Background: an optimization exercise with open tools, aiming at small area, a short achievable clock period and few clock cycles. Do not read the settings as production practice. RTL that was checked went through simulation tests only; none was proved equivalent to the original.

==> inputs of build 90 <==
## seq_gcd
module seq_gcd (
	input  wire        clk,
	input  wire        rst_n,
	input  wire [31:0] la_write_a,
	input  wire [31:0] la_write_b,
	input  wire [31:0] a_i,
	input  wire [31:0] b_i,
	output wire [31:0] gcd_o,
	output wire [31:0] rdata,
	output reg         ready
);
==> module seq_gcd, before the edit <==
module seq_gcd (
	input  wire        clk,
	input  wire        rst_n,
	input  wire [31:0] la_write_a,
	input  wire [31:0] la_write_b,
	input  wire [31:0] a_i,
	input  wire [31:0] b_i,
	output wire [31:0] gcd_o,
	output wire [31:0] rdata,
	output reg         ready
);
	localparam L = 3;   
	reg [31:0] a_q;
	reg [31:0] b_q;
	reg        busy;
	wire la_load = (&la_write_a) & (&la_write_b);
	function [4:0] enc;
		input [31:0] t;
		integer i;
		begin
			enc = 5'd0;
			for (i = 1; i < 32; i = i + 1)
				if (!t[i]) enc = i[4:0];
		end
	endfunction
	wire [31:0] ab = a_q | b_q;
	wire [31:0] hk;
	genvar g;
	assign hk[0] = 1'b0;
	generate for (g = 1; g < 32; g = g + 1) begin : g_hk
		assign hk[g] = hk[g-1] | ab[g-1];
	end endgenerate
	wire [31:0] low    = ab & ~hk;
	wire [4:0]  k      = enc(hk);
	wire        a_lo   = |(a_q & low);
	wire        b_lo   = |(b_q & low);
	wire        a_zero = ~|a_q;
	wire        pre    = ~(a_lo & b_lo);
	wire        sel_b = a_lo | a_zero;
	wire [31:0] x     = a_q & ~{32{pre & sel_b}};
	wire [31:0] y     = b_q & ~{32{pre & ~sel_b}};
	wire [32:0] c;
	wire [32:0] v;
	assign c[0] = 1'b1;
	generate for (g = 0; g < 32; g = g + 1) begin : g_sub
		assign v[g]   = x[g] ^ ~y[g] ^ c[g];
		assign c[g+1] = (x[g] & ~y[g]) | ((x[g] ^ ~y[g]) & c[g]);
	end endgenerate
	assign v[32] = ~c[32];
	wire        neg   = v[32];
	wire [33:0] hv;    
	assign hv[0] = 1'b0;
	generate for (g = 1; g < 34; g = g + 1) begin : g_hv
		assign hv[g] = hv[g-1] | v[g-1];
	end endgenerate
	wire        vzero = ~hv[33];
	wire [31:0] u     = v[31:0] ^ (hv[31:0] & {32{neg}});
	wire [4:0]  tzv   = enc(hv[31:0]);
	wire [4:0]  amt   = tzv - k;
	wire [L-1:0] sh   = (|amt[4:L]) ? {L{1'b1}} : amt[L-1:0];
	wire [31:0] n     = u >> sh;
	wire to_a  = pre ? ~a_lo : ~neg & ~vzero;
	wire done  = pre ? (vzero | a_zero) : vzero;
	always @(posedge clk or negedge rst_n) begin
		if (~rst_n) begin
			busy  <= 1'b0;
			ready <= 1'b0;
		end else begin
			busy  <= busy ? ~done : la_load;
			ready <= busy & done;
		end
	end
	always @(posedge clk) begin
		if (~busy | to_a)  a_q <= busy ? n : a_i;
		if (~busy | ~to_a) b_q <= busy ? n : b_i;
	end
	assign gcd_o = a_q;
	assign rdata = 32'd0;
endmodule
Settings: LEC_CHECK=0, ABC_AREA=1, CAP_MARGIN=20, CORE_MARGIN=2, CORE_UTILIZATION=50, PLACE_DENSITY=0.7, SLEW_MARGIN=20; clock period 70.0 ns.
run.sh (not shown) runs the stock make flow with config.mk's settings and CLKGATE_MAP_FILE= SYNTH_SCRIPT=/design/flow/synth_recipe.tcl, a recipe that flattens the netlist after the stock synthesis.
==> trial 57 (differences from build 90) <==
==> flow/design.v (replaced) <==
`default_nettype none
module seq_gcd (
	input  wire        clk,
	input  wire        rst_n,
	input  wire [31:0] la_write_a,
	input  wire [31:0] la_write_b,
	input  wire [31:0] a_i,
	input  wire [31:0] b_i,
	output wire [31:0] gcd_o,
	output wire [31:0] rdata,
	output reg         ready
);
	reg [31:0] a_q;
	reg [31:0] b_q;
	reg        busy;
	wire la_load = (&la_write_a) & (&la_write_b);
	function [4:0] tz32;
		input [31:0] v;
		integer i;
		begin
			tz32 = 5'd0;
			for (i = 31; i >= 0; i = i - 1)
				if (v[i]) tz32 = i[4:0];
		end
	endfunction
	wire [31:0] ab   = a_q | b_q;
	wire [31:0] low  = ab & (~ab + 32'd1);
	wire [4:0]  k    = tz32(ab);
	wire        a_lo = |(a_q & low);
	wire        b_lo = |(b_q & low);
	wire        a_z  = ~|a_q;
	wire        b_z  = ~|b_q;
	wire        pre_a = ~a_lo;           
	wire        pre_b = ~b_lo;
	wire [32:0] diff = {1'b0, a_q} - {1'b0, b_q};
	wire        lt   = diff[32];
	wire [31:0] mn   = lt ? a_q : b_q;
	wire [31:0] dd   = lt ? (b_q - a_q) : diff[31:0];
	wire        c4   = |((a_q ^ b_q) & {low[30:0], 1'b0});
	wire [32:0] sum  = {1'b0, a_q} + {1'b0, b_q};
	wire [32:0] s    = c4 ? sum : {1'b0, dd};
	wire [32:0] v    = pre_a ? {1'b0, a_q} : pre_b ? {1'b0, b_q} : s;
	wire [5:0]  tzv  = v[31:0] == 32'd0 ? 6'd32 : {1'b0, tz32(v[31:0])};
	wire [5:0]  amt  = tzv - {1'b0, k};
	wire [32:0] n    = v >> amt;
	wire        step_done = (dd == 32'd0) | (n[31:0] == mn);
	always @(posedge clk or negedge rst_n) begin
		if (~rst_n) begin
			busy  <= 1'b0;
			ready <= 1'b0;
		end else begin
			if (~busy) begin
				busy  <= la_load;
				ready <= 1'b0;
			end else if (a_z | b_z) begin
				busy  <= 1'b0;
				ready <= 1'b1;
			end else if (pre_a | pre_b) begin
				ready <= 1'b0;
			end else begin
				busy  <= ~step_done;
				ready <= step_done;
			end
		end
	end
	always @(posedge clk) begin
		if (~busy) begin
			a_q <= a_i;
			b_q <= b_i;
		end else if (a_z | b_z) begin
			a_q <= ab;
		end else if (pre_a) begin
			a_q <= n[31:0];
		end else if (pre_b) begin
			b_q <= n[31:0];
		end else begin
			a_q <= mn;
			b_q <= n[31:0];
		end
	end
	assign gcd_o = a_q;
	assign rdata = 32'd0;
endmodule
`default_nettype wire
==> build 15 (differences from build 90) <==
==> flow/flow/run.sh (new file) <==
#!/bin/bash
# The standard layout, with the port buffers made from the smallest buffer
# cell (buf_1) instead of buffer_ports' default choice.
set -euo pipefail
export BUFFER_PORTS_ARGS="-buffer_cell sky130_fd_sc_hd__buf_1"
bash standard.sh > flow.log 2>&1
==> flow/standard.sh (new file) <==
#!/bin/bash
# synth_recipe.tcl (not shown) runs the flow's synth.tcl, then flattens the netlist and writes it again
# the make line also repeats each setting of config.mk as NAME=value (left out here)
make -C /OpenROAD-flow-scripts/flow DESIGN_CONFIG=/design/flow/config.mk WORK_HOME=/design/flow/orfs CLKGATE_MAP_FILE= SYNTH_SCRIPT=/design/flow/synth_recipe.tcl "${@:-finish}"
removed: flow/run.sh
==> qor.txt <==
status: no timing/DRC/antenna violations
die span in x: 126 um
CP Depth: 87
M2 GR Usage: 46.3%
multi-input logic area: 0.00463 mm2
WP buf/inv: 24
syn avg cell area: 7.07 um2
All-Layer GR Usage: 28.8%
WL met1: 9540 um
worst flop-to-flop path endpoint: b_q[23]
CP startpoint: b_q[0]
# clk buffers: 10
drt first pass iters: 5
M1 GR Usage: 38.7%
multiplexer area fraction after synthesis: 0.542%
[end of results for build 90]
==> qor.txt <==
WP buf/inv: 25
All-Layer GR Usage: 28.3%
M1 GR Usage: 39.0%
CP startpoint: a_q[0]
# clk buffers: 11
M2 GR Usage: 44.6%
status: no timing/DRC/antenna violations
drt first pass iters: 6
syn avg cell area: 7.07 um2
multiplexer area fraction after synthesis: 0.542%
[end of results for build 15]
==> qor.txt <==
CP Depth: 1
WP buf/inv: 1
status: no timing/DRC/antenna violations
syn avg cell area: 5.73 um2
multiplexer area fraction after synthesis: 0.245%
CP startpoint: a_q[15]
pre-CTS setup slack: 54.13 ns
# clk buffers: 9
die span in x: 185 um
drt first pass iters: 9
multi-input logic area: 0.0125 mm2
M2 GR Usage: 70.2%
All-Layer GR Usage: 45.5%
WL met1: 29,800 um
M1 GR Usage: 57.3%
[end of results for trial 57]
Function was not checked in any run of this note: the RTL went through the layout flow alone.

---

==> inputs of job 1163 <==
Another version of the RTL of seq_gcd (not shown whole).
export LEC_CHECK = 0
export ABC_AREA = 1
export CAP_MARGIN = 20
export CORE_MARGIN = 2
export CORE_UTILIZATION = 50
export PLACE_DENSITY = 0.7
export SLEW_MARGIN = 20
create_clock -name core_clock -period 70.0 [get_ports {clk}]
standard.sh (not shown) runs the stock make flow with config.mk's settings and CLKGATE_MAP_FILE= SYNTH_SCRIPT=/design/flow/synth_recipe.tcl, a recipe that flattens the netlist after the stock synthesis.
==> flow/flow/run.sh <==
#!/bin/bash
# The standard layout with two changes: port buffers use the smallest buffer
# cell (buf_1) instead of buffer_ports' default choice, and clock tree
# synthesis uses small clock buffers and adds no dummy loads.
set -euo pipefail
export BUFFER_PORTS_ARGS="-buffer_cell sky130_fd_sc_hd__buf_1"
export CTS_ARGS="-sink_clustering_enable -sink_clustering_size 80 -sink_clustering_max_diameter 400 -repair_clock_nets -dont_use_dummy_load -buf_list sky130_fd_sc_hd__clkbuf_8 -root_buf sky130_fd_sc_hd__clkbuf_16"
bash standard.sh > flow.log 2>&1
==> job 5883: changes against job 1163 <==
--- a/flow/design.v
+++ b/flow/design.v
@@ -61,13 +61,13 @@
 	assign hk[31] = hk[30] | ab[30];
 	assign hk[32] = hk[31] | ab[31];
 	wire [31:0] low    = ab & ~hk[31:0];
 	wire [4:0]  k      = enc(low);
 	wire        a_lo   = |(a_q & low);
 	wire        b_lo   = |(b_q & low);
-	wire        zop    = ~|a_q | ~|b_q;    
+	wire        zop    = 1'b0;
 	wire [32:0] s0_v;
 	wire [31:0] s0_p = a_q ^ ~b_q;
 	wire [31:0] s0_g = a_q & ~b_q;
 	wire s0_G1_0 = s0_g[1] | (s0_p[1] & (a_q[0] | ~b_q[0]));
 	wire s0_G3_2 = s0_g[3] | (s0_p[3] & s0_g[2]);
 	wire s0_P3_2 = s0_p[3] & s0_p[2];
==> flow/flow/run.sh (replaced) <==
#!/bin/bash
# The standard layout with these changes: port buffers use the smallest
# buffer cell (buf_1) instead of buffer_ports' default choice; clock tree
# synthesis uses clkbuf_16 buffers and adds no dummy loads; after global placement, upsize.tcl gives
# the a_q flip-flops, which drive gcd_o, the next drive strength.
set -euo pipefail
export BUFFER_PORTS_ARGS="-buffer_cell sky130_fd_sc_hd__buf_1"
export CTS_ARGS="-sink_clustering_enable -repair_clock_nets -dont_use_dummy_load -buf_list sky130_fd_sc_hd__clkbuf_16 -root_buf sky130_fd_sc_hd__clkbuf_16"
export POST_GLOBAL_PLACE_TCL="$(pwd)/flow/upsize.tcl"
bash standard.sh > flow.log 2>&1
==> flow/flow/upsize.tcl (new file) <==
# Sourced after global placement (POST_GLOBAL_PLACE_TCL): gcd_o comes
# straight from the a_q flip-flops through the output buffers, so give those
# flip-flops the next drive strength (same cell type).
set block [ord::get_db_block]
set n 0
foreach inst [$block getInsts] {
  set name [$inst getName]
  set master [[$inst getMaster] getName]
  if {[string match {a_q*} $name] && $master eq "sky130_fd_sc_hd__dfxtp_1"} {
    $inst swapMaster [[ord::get_db] findMaster sky130_fd_sc_hd__dfxtp_2]
    incr n
  }
}
puts "upsize.tcl: $n flip-flops upsized"
==> impl_metrics.yaml <==
run_status:
  status: "no timing/DRC/antenna violations"
placement:
  dpl.hpwl_um: 37100
  finalWeightedCongestion: 0.991
layout:
  nNonClkBuffers: 168
  nNetsFinal: 2385
routing:
  drt_pass1_iterations: 6
  drt-total-wl_um: 45300
  wl_per_cell_um: 18.6
setup_path:
  crit_arrival_ns: 1.05
clock_network:
  clkLatencyLatePin_ns: 0.35
grt:
  grtUsageMet2: 0.501
yosys:
  synth_area_um2: 12100
  synth_compound_area_frac: 0.0777
  synthAdderAreaFrac: 0.159
sta:
  period_share: 0.215
Source of the figures above: job 1163

==> impl_metrics.yaml <==
sta:
  period_share: 0.214
clock_network:
  clk_pin_slew_worst_paths_ns: 0.06
  cts.sink_count: 66
  clkLatencyLatePin_ns: 0.36
  cts_setup_buffers: 0
grt:
  use_met3: 0.0643
  grtUsageMet2: 0.455
yosys:
  synth_compound_area_frac: 0.0880
  synthAdderAreaFrac: 0.161
placement:
  dpl.hpwl_um: 34400
routing:
  wl_per_cell_um: 17.3
  drt_pass1_iterations: 8
  drt-total-wl_um: 41800
run_status:
  status: "no timing/DRC/antenna violations"
layout:
  final.clkbuf_count: 9
  nNonClkBuffers: 166
  nNetsFinal: 2363
die:
  start_util: 0.511
Source of the figures above: job 5883

Testbench counts of job 1163, summed over its fixed seeds: cycles 24,209.
Testbench counts of job 5883, summed over its fixed seeds: cycles 24,209.

-- re-timing with driven ports --
Ports are ideal in the flow. The routed layouts listed here were re-timed in OpenROAD. Step 1 sets driving cells, clkbuf_16 on the clock port and buf_2 on the other inputs (assumed; they add their load-dependent delay and slew). Step 2 adds t to the input delays and takes it off the output delays; t is the mean of the earliest and latest rising clock arrival at the registers after step 1. Input paths then give back, and output paths get back, about the clock's delay inside the block. Slacks: ideal / step 1 / step 2; pairs: ideal / step 1.
| run | t (ns) | setup slack, ns | clock arrival spread, ns | pins driven straight from the clock port |
|---|---|---|---|---|
| build 90 | 0.390 | 51.538 / 51.538 / 51.538 | 0.007 / 0.007 | 1 |
| trial 57 | 0.395 | 54.338 / 54.289 / 54.180 | 0.006 / 0.006 | 1 |
| build 15 | 0.390 | 51.637 / 51.637 / 51.637 | 0.006 / 0.006 | 1 |
| job 1163 | 0.392 | 54.950 / 54.902 / 55.061 | 0.019 / 0.019 | 1 |
| job 5883 | 0.393 | 55.037 / 54.991 / 55.112 | 0.025 / 0.024 | 1 |
After both steps setup and hold are still met in every run listed. For trial 57, which loses most, drivers alone change the setup slack by -0.049 ns; drivers and shift together by -0.158 ns.
